This design comes from an exercise in tuning for small area on the open sky130 flow, not from production work. RTL that was checked went through simulation tests only; none was proved equivalent to the original. The clock port is modelled as an ideal driver; clocking choices that lean on that would not hold on a real chip. No activity file was given, so power comes from the tool's default toggle rates.

==> inputs of exp/cedar <==
Design apb_logi, start of the top module:
module apb_logi (input pclk,
                  input reset_n,
                  input [31:0]paddress,
                  input pwrite,
                  input pselx,
                  input penable,
                  input [31:0]pwdata,
                  output reg pslverr,                 
                  output reg pready,
                  output reg [31:0]prdata
                  );
reg [31:0]read_only;
reg [31:0]write_only;
reg [31:0]read_write;
reg [31:0]fixed_only;
reg psel1;
reg penable1;
reg [31:0]address1;
reg pwrite1;
reg [31:0]pwdata1;
always@(posedge pclk)
begin
   psel1<=pselx;
   penable1<=penable;
   address1<=paddress;
   pwrite1<=pwrite;
   pwdata1<=pwdata;
end
always@(posedge pclk)
begin
   read_only<=write_only;
   if(~reset_n)
      begin
      prdata<=0;
      pslverr<=0;
      pready<=0;
      read_only<=0;
      write_only<=0;
      read_write<=0;
      fixed_only<=32'hAA;
      end
   else if(penable && pselx && ~penable1 && psel1 &&(pwdata==pwdata1) && (paddress==address1) && (pwrite==pwrite1))
    begin
           pslverr<=0;
           pready<=0;
           prdata<=0;    
           case(paddress)
               32'd0:     begin 
                              if(pwrite)
                                    begin
                                    pready<=1;
                                    pslverr<=0;
                                    end
                             else
                                    begin
                                    pready<=1;
  ...
==> module apb_logi, before the edit <==
module apb_logi (input pclk,
                  input reset_n,
                  input [31:0]paddress,
                  input pwrite,
                  input pselx,
                  input penable,
                  input [31:0]pwdata,
                  output reg pslverr,                 
                  output reg pready,
                  output reg [31:0]prdata
                  );
reg [31:0]read_only;
reg [31:0]write_only;
reg [31:0]read_write;
reg [31:0]fixed_only;
reg psel1;
reg penable1;
reg [31:0]address1;
reg pwrite1;
reg [31:0]pwdata1;
always@(posedge pclk)
begin
   psel1<=pselx;
   penable1<=penable;
   address1<=paddress;
   pwrite1<=pwrite;
   pwdata1<=pwdata;
end
always@(posedge pclk)
begin
   read_only<=write_only;
   if(~reset_n)
      begin
      prdata<=0;
      pslverr<=0;
      pready<=0;
      read_only<=0;
      write_only<=0;
      read_write<=0;
      fixed_only<=32'hAA;
      end
   else if(penable && pselx && ~penable1 && psel1 &&(pwdata==pwdata1) && (paddress==address1) && (pwrite==pwrite1))
    begin
           pslverr<=0;
           pready<=0;
           prdata<=0;    
           case(paddress)
               32'd0:     begin 
                              if(pwrite)
                                    begin
                                    pready<=1;
                                    pslverr<=0;
                                    end
                             else
                                    begin
                                    pready<=1;
                                    prdata<=read_only;
                                    end 
                            end
              32'd4:      begin
                                if(pwrite)
                                    begin
                                    pready<=1;
                                    read_write<=pwdata;
                                    end
                                else
                                    begin
                                   	pready<=1;
	                                prdata<=read_write;
                                    end
                         end
               32'd8:     begin
                                if(pwrite)
                                    begin
                                    pready<=1;
                                    write_only<=pwdata;
                                    end
                                else
                                    begin
                                    pready<=1; 
                                    pslverr<=1;
                                    prdata<=32'd0;
                                    end
                           end
             32'd12:      begin
                               if(pwrite)
                                    begin
                                    pready<=1;
                                    pslverr<=1;              
                                    end
                               else
                                    begin
                                    pready<=1;
                                    prdata<=fixed_only;
                                    end
                          end
             default:     begin
                                   if(pwrite)
                                    begin
                                    pready<=1;
                                    pslverr<=1;              
                                    end
                               else
                                    begin
                                    pready<=1;
                                    pslverr<=1;              
                                    prdata<=32'h40;
													                 end
                       end
              endcase
      end
  else if( penable && pselx && ~penable1 && psel1 && ((pwdata!=pwdata1) || (paddress!=address1) || (pwrite!=pwrite1)))
            begin
             pready<=1;
              pslverr<=1;
	    if(!pwrite1)
		prdata<=32'h0;
           end
   else if( penable && pselx && ~penable1 && ~psel1 )
            begin
             pready<=1;
              pslverr<=1;
		 if(!pwrite1)
		prdata<=32'h0;	  
           end
   else if( ~penable)
           begin
            pready<=0;
            pslverr<=0;
            prdata<=0;
          end
               else
                        begin
                        pready<=0;
                        pslverr<=0;
                        prdata<=0;
                        end               
end
endmodule
==> flow/config.mk <==
export PLATFORM = sky130hd
export DESIGN_NAME = apb_logi
export DESIGN_NICKNAME = apb_logi
export VERILOG_FILES = /design/flow/design.v
export SDC_FILE = /design/flow/constraint.sdc
export NUM_CORES = 4
export LEC_CHECK = 0
export CAP_MARGIN = 20
export CORE_MARGIN = 2
export CORE_UTILIZATION = 40
export SLEW_MARGIN = 20
==> flow/constraint.sdc <==
create_clock -name core_clock -period 5.0 [get_ports {pclk}]
set_input_delay 1.0000 -clock core_clock [delete_from_list [all_inputs] [get_ports {pclk}]]
set_output_delay 1.0000 -clock core_clock [all_outputs]
set_load 0.01 [all_outputs]
run.sh (not shown) runs the stock make flow with config.mk's settings and CLKGATE_MAP_FILE= SYNTH_SCRIPT=/design/flow/synth_recipe.tcl, a recipe that flattens the netlist after the stock synthesis.
==> inputs of exp/xenon, as changes to exp/cedar <==
==> flow/design.v (replaced) <==
module apb_logi (input pclk,
                 input reset_n,
                 input [31:0] paddress,
                 input pwrite,
                 input pselx,
                 input penable,
                 input [31:0] pwdata,
                 output reg pslverr,
                 output reg pready,
                 output [31:0] prdata
                 );
reg        en1;
reg [2:0]  code1;
reg [31:0] wd1;
reg [31:0] rw;
reg [31:0] wo;
reg        zrw, zwo;
reg        srw, swo, saa;
wire adr_ok = ~|{paddress[31:4], paddress[1:0]};
wire refused = (paddress[3] & ~paddress[2] & ~pwrite) |
               (paddress[3] &  paddress[2] &  pwrite);
wire valid = pselx & adr_ok & ~refused;
wire [2:0] code = valid ? {paddress[3:2], pwrite} : 3'b100;
wire first = penable & pselx & ~en1;
wire match = valid & (code1 == code) & (pwdata == wd1);
wire ok = first & match;
always @(posedge pclk) begin
   en1   <= penable;
   code1 <= code;
   wd1   <= pwdata;
   pready  <= reset_n & first;
   pslverr <= reset_n & first & ~match;
   srw <= ok & (code == 3'b010) & ~zrw;
   swo <= ok & (code == 3'b000) & ~zwo;
   saa <= ok & (code == 3'b110);
   if (ok & (code == 3'b011))
      rw <= pwdata;
   if (ok & (code == 3'b101))
      wo <= pwdata;
   if (~reset_n) begin
      zrw <= 1'b1;
      zwo <= 1'b1;
   end else begin
      if (ok & (code == 3'b011))
         zrw <= 1'b0;
      if (ok & (code == 3'b101))
         zwo <= 1'b0;
   end
end
assign prdata = ({32{srw}} & rw) | ({32{swo}} & wo) | ({32{saa}} & 32'h000000AA);
endmodule
==> summary of the runs <==
In exp/cedar the final cell count is larger than in exp/xenon, by 120%. Between exp/xenon and exp/cedar, the lower sequential share of layout area is in exp/cedar (gap 9.0 points). Sequential power: exp/cedar is larger than exp/xenon (69%). Worst hold slack: exp/xenon is higher than exp/cedar (0.035 ns). Of exp/cedar and exp/xenon, exp/cedar has the higher clock-buffer cell count (gap 9).
==> figures <==
| quantity | exp/cedar | exp/xenon |
|---|---|---|
| Detail Route met3 WL | 584 um | 425 um |
| Total core area | 0.0174 mm^2 | 0.00920 mm^2 |
| Count of clock buffers in the final design | 21 | 12 |
| R2R Path End | read_write[27] | rw[7] |
| Outcome | finished clean | finished clean |
| Count of inverters not on the clock network in the layout | 32 | 2 |
| Routability Congestion | 0.807 | 0.785 |
| Final std cell area, no fill | 0.00882 mm^2 | 0.00518 mm^2 |
| Hold Worst Slack | 0.433 ns | 0.468 ns |
| Share of the cycle needed by the critical path after routing | 0.721 | 0.692 |
| Clock slew at reported path FFs | 0.07 ns | 0.09 ns |
| Mean Syn Cell Area | 10.7 um^2 | 16.4 um^2 |


==> amber <==
Another version of the RTL of apb_logi (not shown whole).
## apb_logi
module apb_logi (input pclk,
                 input reset_n,
                 input [31:0] paddress,
                 input pwrite,
                 input pselx,
                 input penable,
                 input [31:0] pwdata,
                 output reg pslverr,
                 output reg pready,
                 output [31:0] prdata
                 );
reg [3:0]  st;
reg [31:0] wd1;
reg [31:0] rw;
reg [31:0] wo;
reg        wrw, wwo;
wire adr_ok = ~|{paddress[31:4], paddress[1:0]};
wire refused = (paddress[3] & ~paddress[2] & ~pwrite) |
               (paddress[3] &  paddress[2] &  pwrite);
wire valid = pselx & adr_ok & ~refused;
wire [2:0] code = valid ? {paddress[3:2], pwrite} : 3'b100;
wire first = penable & pselx & ~st[3];
wire match = valid & (st[2:0] == code) & (pwdata == wd1);
wire ok = first & match;
wire [2:0] sel = {ok & (code == 3'b110),
                  ok & (code == 3'b000) & wwo,
                  ok & (code == 3'b010) & wrw};
always @(posedge pclk) begin
   st  <= penable ? {1'b1, sel} : {1'b0, code};
   wd1 <= pwdata;
   pready  <= reset_n & first;
   pslverr <= reset_n & first & ~match;
   if (ok & (code == 3'b011))
      rw <= pwdata;
   if (ok & (code == 3'b101))
      wo <= pwdata;
   if (~reset_n) begin
      wrw <= 1'b0;
      wwo <= 1'b0;
   end else begin
      if (ok & (code == 3'b011))
         wrw <= 1'b1;
      if (ok & (code == 3'b101))
         wwo <= 1'b1;
   end
end
assign prdata = ({32{st[0]}} & rw) | ({32{st[1]}} & wo) | ({32{st[2]}} & 32'h000000AA);
endmodule
==> module apb_logi, before the edit <==
module apb_logi (input pclk,
                 input reset_n,
                 input [31:0] paddress,
                 input pwrite,
                 input pselx,
                 input penable,
                 input [31:0] pwdata,
                 output reg pslverr,
                 output reg pready,
                 output [31:0] prdata
                 );
reg [3:0]  st;
reg [31:0] wd1;
reg [31:0] rw;
reg [31:0] wo;
reg        wrw, wwo;
wire adr_ok = ~|{paddress[31:4], paddress[1:0]};
wire refused = (paddress[3] & ~paddress[2] & ~pwrite) |
               (paddress[3] &  paddress[2] &  pwrite);
wire valid = pselx & adr_ok & ~refused;
wire [2:0] code = valid ? {paddress[3:2], pwrite} : 3'b100;
wire first = penable & pselx & ~st[3];
wire match = valid & (st[2:0] == code) & (pwdata == wd1);
wire ok = first & match;
wire [2:0] sel = {ok & (code == 3'b110),
                  ok & (code == 3'b000) & wwo,
                  ok & (code == 3'b010) & wrw};
always @(posedge pclk) begin
   st  <= penable ? {1'b1, sel} : {1'b0, code};
   wd1 <= pwdata;
   pready  <= reset_n & first;
   pslverr <= reset_n & first & ~match;
   if (ok & (code == 3'b011))
      rw <= pwdata;
   if (ok & (code == 3'b101))
      wo <= pwdata;
   if (~reset_n) begin
      wrw <= 1'b0;
      wwo <= 1'b0;
   end else begin
      if (ok & (code == 3'b011))
         wrw <= 1'b1;
      if (ok & (code == 3'b101))
         wwo <= 1'b1;
   end
end
assign prdata = ({32{st[0]}} & rw) | ({32{st[1]}} & wo) | ({32{st[2]}} & 32'h000000AA);
endmodule
clock: 5.0 ns
lec_check: 0
cap_margin: 20
core_margin: 2
core_utilization: 40
slew_margin: 20
standard.sh (not shown) runs the stock make flow with config.mk's settings and CLKGATE_MAP_FILE= SYNTH_SCRIPT=/design/flow/synth_recipe.tcl, a recipe that flattens the netlist after the stock synthesis.
==> flow/flow/run.sh <==
#!/bin/bash
# Standard ORFS layout, except:
#  - synthesis is the standard synthesis with an area-oriented ABC script
#    (flow/abc_area.script) for the combinational logic; registers are untouched;
#  - the ports are buffered with the smallest buffer;
#  - the clock tree is built by flow/clock_tree.tcl instead of ORFS's CTS step.
set -euo pipefail
W=$PWD
cat > $W/area_synth.tcl <<EOT
puts "area_synth: ABC script $W/flow/abc_area.script"
proc abc {args} {
  set i [lsearch \$args -script]
  set args [lreplace \$args \$i [expr {\$i+1}] -script $W/flow/abc_area.script]
  yosys abc {*}\$args
}
source $W/synth_recipe.tcl
EOT
export BUFFER_PORTS_ARGS="-buffer_cell sky130_fd_sc_hd__buf_1"
bash standard.sh SYNTH_SCRIPT=$W/area_synth.tcl place > standard_place.log 2>&1
export RESULTS=$W/orfs/results/sky130hd/apb_logi/base
export CLK_LEAVES=4 CLK_LEAF_BUF=sky130_fd_sc_hd__buf_16 CLK_ROOTS=0 CLK_ROOT_BUF=sky130_fd_sc_hd__buf_8
export CLK_LEAF_SIZES="sky130_fd_sc_hd__buf_16 sky130_fd_sc_hd__buf_12 sky130_fd_sc_hd__buf_8 sky130_fd_sc_hd__buf_6 sky130_fd_sc_hd__buf_4" CLK_SLEW_TARGET=0.115
export CELL_PAD=0
openroad -no_init -exit $W/flow/clock_tree.tcl > clock_tree.log 2>&1
cp $RESULTS/3_place.sdc $RESULTS/4_cts.sdc
bash standard.sh SYNTH_SCRIPT=$W/area_synth.tcl finish > standard_finish.log 2>&1
==> flow/flow/abc_area.script <==
strash
&get -n
&st
&dc2
&dch -f
&nf -a -F 20 -A 20 -E 100
&put
topo
Other scripts of this flow, unchanged in this note and not shown: flow/flow/clock_tree.tcl
==> inputs of yarrow, as changes to amber <==
==> flow/design.v (replaced) <==
module apb_logi (input pclk,
                 input reset_n,
                 input [31:0] paddress,
                 input pwrite,
                 input pselx,
                 input penable,
                 input [31:0] pwdata,
                 output reg pslverr,
                 output reg pready,
                 output [31:0] prdata
                 );
reg [2:0]  code1;
reg [31:0] wd1;
reg [31:0] rw;
reg [31:0] wo;
reg        wrw, wwo;
reg        srw, swo, saa;
wire adr_ok = ~|{paddress[31:4], paddress[1:0]};
wire refused = (paddress[3] & ~paddress[2] & ~pwrite) |
               (paddress[3] &  paddress[2] &  pwrite);
wire valid = pselx & adr_ok & ~refused;
wire [2:0] code = valid ? {paddress[3:2], pwrite} : 3'b100;
wire first = penable & pselx & (code1 != 3'b111);
wire match = valid & (code1 == code) & (pwdata == wd1);
wire ok = first & match;
always @(posedge pclk) begin
   code1 <= penable ? 3'b111 : code;
   wd1   <= pwdata;
   pready  <= reset_n & first;
   pslverr <= reset_n & first & ~match;
   srw <= ok & (code == 3'b010) & wrw;
   swo <= ok & (code == 3'b000) & wwo;
   saa <= ok & (code == 3'b110);
   if (ok & (code == 3'b011))
      rw <= pwdata;
   if (ok & (code == 3'b101))
      wo <= pwdata;
   if (~reset_n) begin
      wrw <= 1'b0;
      wwo <= 1'b0;
   end else begin
      if (ok & (code == 3'b011))
         wrw <= 1'b1;
      if (ok & (code == 3'b101))
         wwo <= 1'b1;
   end
end
assign prdata = ({32{srw}} & rw) | ({32{swo}} & wo) | ({32{saa}} & 32'h000000AA);
endmodule
==> flow/flow/abc_area.script (replaced) <==
strash
&get -n
&st
&syn2
&dch -f
&nf -a
&st
&dch -f
&nf -a
&put
buffer -c
topo
==> inputs of juniper, as changes to amber <==
==> flow/flow/abc_area.script (replaced) <==
strash
&get -n
&st
&syn2
&dch -f
&nf -a
&st
&dch -f
&nf -a
&put
topo
CORE_UTILIZATION = 60   (was 40)
PLACE_DENSITY = 0.85   (was not set)
==> comparison <==
juniper produced a clean layout. yarrow completed with no timing, DRC or antenna violations. amber produced a clean layout.
The lowest area after synthesis belongs to amber, the highest to yarrow.
Final cell count: juniper is lower than amber (about 8%).
Total power, lowest first: amber, juniper, yarrow.
Synthesized cell count, highest first: yarrow, juniper, amber.
The highest wire length belongs to yarrow, the lowest to amber.
Function not checked in yarrow: the RTL went through the layout flow alone.


==> inputs of run R <==
Another version of the RTL of apb_logi (not shown whole).
==> module apb_logi, before the edit <==
module apb_logi (input pclk,
                 input reset_n,
                 input [31:0] paddress,
                 input pwrite,
                 input pselx,
                 input penable,
                 input [31:0] pwdata,
                 output reg pslverr,
                 output reg pready,
                 output [31:0] prdata
                 );
reg [2:0]  code1;
reg [31:0] wd1;
reg [31:0] rw;
reg [31:0] wo;
reg        zrw, zwo;
reg        srw, swo, saa;
wire adr_ok = ~|{paddress[31:4], paddress[1:0]};
wire refused = (paddress[3] & ~paddress[2] & ~pwrite) |
               (paddress[3] &  paddress[2] &  pwrite);
wire valid = pselx & adr_ok & ~refused;
wire [2:0] code = valid ? {paddress[3:2], pwrite} : 3'b100;
wire first = penable & pselx & (code1 != 3'b111);
wire match = valid & (code1 == code) & (pwdata == wd1);
wire ok = first & match;
always @(posedge pclk) begin
   code1 <= penable ? 3'b111 : code;
   wd1   <= pwdata;
   pready  <= reset_n & first;
   pslverr <= reset_n & first & ~match;
   srw <= ok & (code == 3'b010) & ~zrw;
   swo <= ok & (code == 3'b000) & ~zwo;
   saa <= ok & (code == 3'b110);
   if (ok & (code == 3'b011))
      rw <= pwdata;
   if (ok & (code == 3'b101))
      wo <= pwdata;
   if (~reset_n) begin
      zrw <= 1'b1;
      zwo <= 1'b1;
   end else begin
      if (ok & (code == 3'b011))
         zrw <= 1'b0;
      if (ok & (code == 3'b101))
         zwo <= 1'b0;
   end
end
assign prdata = ({32{srw}} & rw) | ({32{swo}} & wo) | ({32{saa}} & 32'h000000AA);
endmodule
==> flow/config.mk <==
export PLATFORM = sky130hd
export DESIGN_NAME = apb_logi
export DESIGN_NICKNAME = apb_logi
export VERILOG_FILES = /design/flow/design.v
export SDC_FILE = /design/flow/constraint.sdc
export NUM_CORES = 4
export LEC_CHECK = 0
export CAP_MARGIN = 20
export CORE_MARGIN = 2
export CORE_UTILIZATION = 40
export SLEW_MARGIN = 20
==> flow/constraint.sdc <==
create_clock -name core_clock -period 5.0 [get_ports {pclk}]
set_input_delay 1.0000 -clock core_clock [delete_from_list [all_inputs] [get_ports {pclk}]]
set_output_delay 1.0000 -clock core_clock [all_outputs]
set_load 0.01 [all_outputs]
==> flow/flow/run.sh <==
#!/bin/bash
# Standard ORFS layout, except:
#  - synthesis is the standard synthesis with an area-oriented ABC script
#    (flow/abc_area.script) for the combinational logic; registers are untouched;
#  - the ports are buffered with the smallest buffer;
#  - the clock tree is built by flow/clock_tree.tcl instead of ORFS's CTS step.
set -euo pipefail
W=$PWD
cat > $W/area_synth.tcl <<EOT
puts "area_synth: ABC script $W/flow/abc_area.script"
proc abc {args} {
  set i [lsearch \$args -script]
  set args [lreplace \$args \$i [expr {\$i+1}] -script $W/flow/abc_area.script]
  yosys abc {*}\$args
}
source $W/synth_recipe.tcl
EOT
export BUFFER_PORTS_ARGS="-buffer_cell sky130_fd_sc_hd__buf_1"
bash standard.sh SYNTH_SCRIPT=$W/area_synth.tcl place > standard_place.log 2>&1
export RESULTS=$W/orfs/results/sky130hd/apb_logi/base
export CLK_LEAVES=4 CLK_LEAF_BUF=sky130_fd_sc_hd__clkbuf_16 CLK_ROOTS=0 CLK_ROOT_BUF=sky130_fd_sc_hd__clkbuf_8
export CELL_PAD=0
openroad -no_init -exit $W/flow/clock_tree.tcl > clock_tree.log 2>&1
cp $RESULTS/3_place.sdc $RESULTS/4_cts.sdc
bash standard.sh SYNTH_SCRIPT=$W/area_synth.tcl finish > standard_finish.log 2>&1
==> flow/flow/abc_area.script <==
strash
&get -n
&st
&syn2
&dch -f
&nf -a
&st
&dch -f
&nf -a
&put
topo
==> flow/flow/clock_tree.tcl <==
# Clock tree built by hand in place of ORFS's CTS step: the flip-flops are
# split by k-means on their placed positions into $CLK_LEAVES groups, each
# driven by one $CLK_LEAF_BUF placed at its centre. With CLK_ROOTS > 0 the
# leaf buffers are in turn grouped under $CLK_ROOTS buffers of $CLK_ROOT_BUF.
set R $::env(RESULTS)
set P $::env(FLOW_HOME)/platforms/sky130hd
read_liberty $P/lib/sky130_fd_sc_hd__tt_025C_1v80.lib
read_db $R/3_place.odb
read_sdc $R/3_place.sdc
source $P/setRC.tcl

proc kmeans {pts K} {
  set s [lsort -integer -index 0 $pts]
  set n [llength $s]
  set cs {}
  for {set k 0} {$k < $K} {incr k} {
    set p [lindex $s [expr {int(($k + 0.5) * $n / $K)}]]
    lappend cs [list [lindex $p 0] [lindex $p 1]]
  }
  for {set it 0} {$it < 50} {incr it} {
    set groups {}
    for {set k 0} {$k < $K} {incr k} { lappend groups {} }
    foreach p $pts {
      set best 0
      set bd 1e18
      for {set k 0} {$k < $K} {incr k} {
        set c [lindex $cs $k]
        set d [expr {abs([lindex $p 0] - [lindex $c 0]) + abs([lindex $p 1] - [lindex $c 1])}]
        if {$d < $bd} { set bd $d; set best $k }
      }
      lset groups $best [concat [lindex $groups $best] [list $p]]
    }
    set cs {}
    foreach g $groups {
      set sx 0; set sy 0; set m [llength $g]
      if {$m == 0} { lappend cs {0 0}; continue }
      foreach p $g { set sx [expr {$sx + [lindex $p 0]}]; set sy [expr {$sy + [lindex $p 1]}] }
      lappend cs [list [expr {$sx / $m}] [expr {$sy / $m}]]
    }
  }
  return [list $groups $cs]
}

proc buffer_groups {pts K cell prefix} {
  lassign [kmeans $pts $K] groups cs
  set out {}
  set i 0
  foreach g $groups c $cs {
    if {[llength $g] == 0} continue
    set pl {}
    foreach p $g { lappend pl [get_pins [lindex $p 2]] }
    set x [expr {[lindex $c 0] / 1000.0}]
    set y [expr {[lindex $c 1] / 1000.0}]
    puts "clock_tree: ${prefix}$i drives [llength $g] pins at ($x, $y)"
    insert_buffer -buffer_cell $cell -net pclk -load_pins $pl -location [list $x $y] \
      -buffer_name ${prefix}$i -net_name ${prefix}net$i
    lappend out [list [lindex $c 0] [lindex $c 1] ${prefix}$i/A]
    incr i
  }
  return $out
}

set sinks {}
foreach inst [[ord::get_db_block] getInsts] {
  if {![[$inst getMaster] isSequential]} continue
  set loc [$inst getLocation]
  lappend sinks [list [lindex $loc 0] [lindex $loc 1] "[$inst getName]/CLK"]
}
puts "clock_tree: [llength $sinks] flip-flops"
set leaves [buffer_groups $sinks $::env(CLK_LEAVES) $::env(CLK_LEAF_BUF) clkleaf_]
if {$::env(CLK_ROOTS) > 0} {
  buffer_groups $leaves $::env(CLK_ROOTS) $::env(CLK_ROOT_BUF) clkroot_
}
foreach net [[ord::get_db_block] getNets] {
  if {[string match clk* [$net getName]] || [$net getName] eq "pclk"} {
    $net setSigType CLOCK
  }
}

set_placement_padding -global -left $::env(CELL_PAD) -right $::env(CELL_PAD)
detailed_placement
check_placement -verbose
set_propagated_clock [all_clocks]
estimate_parasitics -placement
report_clock_skew
report_worst_slack -min
report_worst_slack -max
report_check_types -max_slew -max_capacitance -violators
write_db $R/4_1_cts.odb
==> inputs of run E, as changes to run R <==
==> flow/flow/run.sh (replaced) <==
#!/bin/bash
# Standard ORFS layout, except:
#  - synthesis is the standard synthesis with an area-oriented ABC script
#    (flow/abc_area.script) for the combinational logic; registers are untouched;
#  - the ports are buffered with the smallest buffer;
#  - no dummy loads in the clock tree.
set -euo pipefail
W=$PWD
cat > $W/area_synth.tcl <<EOT
puts "area_synth: ABC script $W/flow/abc_area.script"
proc abc {args} {
  set i [lsearch \$args -script]
  set args [lreplace \$args \$i [expr {\$i+1}] -script $W/flow/abc_area.script]
  yosys abc {*}\$args
}
source $W/synth_recipe.tcl
EOT
export BUFFER_PORTS_ARGS="-buffer_cell sky130_fd_sc_hd__buf_1"
export CTS_ARGS="-sink_clustering_enable -repair_clock_nets -dont_use_dummy_load"
bash standard.sh SYNTH_SCRIPT=$W/area_synth.tcl finish > standard.log 2>&1
CORE_UTILIZATION = 65   (was 40)
PLACE_DENSITY = 0.85   (was default)
removed: flow/flow/clock_tree.tcl
==> inputs of run A, as changes to run R <==
--- a/flow/design.v
+++ b/flow/design.v
@@ -9,6 +9,7 @@
                  output reg pready,
                  output [31:0] prdata
                  );
+reg        en1;
 reg [2:0]  code1;
 reg [31:0] wd1;
 reg [31:0] rw;
@@ -20,11 +21,12 @@
                (paddress[3] &  paddress[2] &  pwrite);
 wire valid = pselx & adr_ok & ~refused;
 wire [2:0] code = valid ? {paddress[3:2], pwrite} : 3'b100;
-wire first = penable & pselx & (code1 != 3'b111);
+wire first = penable & pselx & ~en1;
 wire match = valid & (code1 == code) & (pwdata == wd1);
 wire ok = first & match;
 always @(posedge pclk) begin
-   code1 <= penable ? 3'b111 : code;
+   en1   <= penable;
+   code1 <= code;
    wd1   <= pwdata;
    pready  <= reset_n & first;
    pslverr <= reset_n & first & ~match;
==> flow/flow/run.sh (replaced) <==
#!/bin/bash
set -euo pipefail
export BUFFER_PORTS_ARGS="-buffer_cell sky130_fd_sc_hd__buf_1"
export CTS_ARGS="-sink_clustering_enable -repair_clock_nets -dont_use_dummy_load -buf_list sky130_fd_sc_hd__clkbuf_8 -sink_clustering_size 40 -sink_clustering_max_diameter 150"
bash standard.sh > standard.log 2>&1
CAP_MARGIN = 0   (was 20)
SLEW_MARGIN = 0   (was 20)
removed: flow/flow/abc_area.script
removed: flow/flow/clock_tree.tcl
==> notes <==
- Between run R and run A, the lower core utilization is in run A (gap 1.0 points).
- Of run A and run R, run A has the higher sequential power (gap about 0.7%, measured against run R).
- Synthesized cell count: run R is smaller than run A (3.9%).
- Run R finished clean. Run E passed the timing, DRC and antenna checks. Run A completed with no timing, DRC or antenna violations.
- Of run A and run R, run A has the higher final area (gap about 2.8%, measured against run R).
- Between run R and run E, the lower count of clock-buffer cells in the layout is in run R (gap 5).
- Non-clock buffer count is the same in run A and run R.
- Register-to-register slack: run R < run E < run A.
- In critical path depth, run E and run R do not differ.
- The highest worst hold slack belongs to run A, the lowest to run E.
- Power, highest first: run A, run E, run R.

## port drivers added, routing unchanged
The flow's constraints put no driver on any port. The routed layouts listed below were extracted and timed again, unchanged, in two steps. Step 1 assumes that a clkbuf_16 drives the clock port and a buf_2 every other input. Step 2 times the ports against the registers' clock, not the clock port: input delays grow and output delays shrink by t, the midpoint of the rising clock arrivals with the driver on. Three values: ideal ports, drivers, drivers and shift; two values: the first two.
| run | t, ns | setup WS [ns] | slew at the worst register clock pin (ns) |
|---|---|---|---|
| exp/cedar | 0.468 | 1.394 / 1.414 / 0.946 | 0.07 / 0.07 |
| exp/xenon | 0.379 | 1.541 / 1.545 / 1.167 | 0.10 / 0.10 |
| amber | 0.212 | 0.917 / 0.979 / 0.767 | 0.11 / 0.11 |
| yarrow | 0.221 | 1.397 / 1.467 / 1.246 | 0.11 / 0.11 |
| juniper | 0.209 | 1.237 / 1.291 / 1.082 | 0.10 / 0.10 |
| run R | 0.231 | 1.506 / 1.552 / 1.321 | 0.11 / 0.11 |
| run E | 0.373 | 1.690 / 1.695 / 1.321 | 0.10 / 0.10 |
| run A | 0.373 | 1.951 / 1.953 / 1.579 | 0.11 / 0.11 |
After both steps every run listed still meets setup and hold. The setup slack of exp/cedar, which loses most, moves by +0.020 ns with the drivers and by -0.448 ns with both steps.
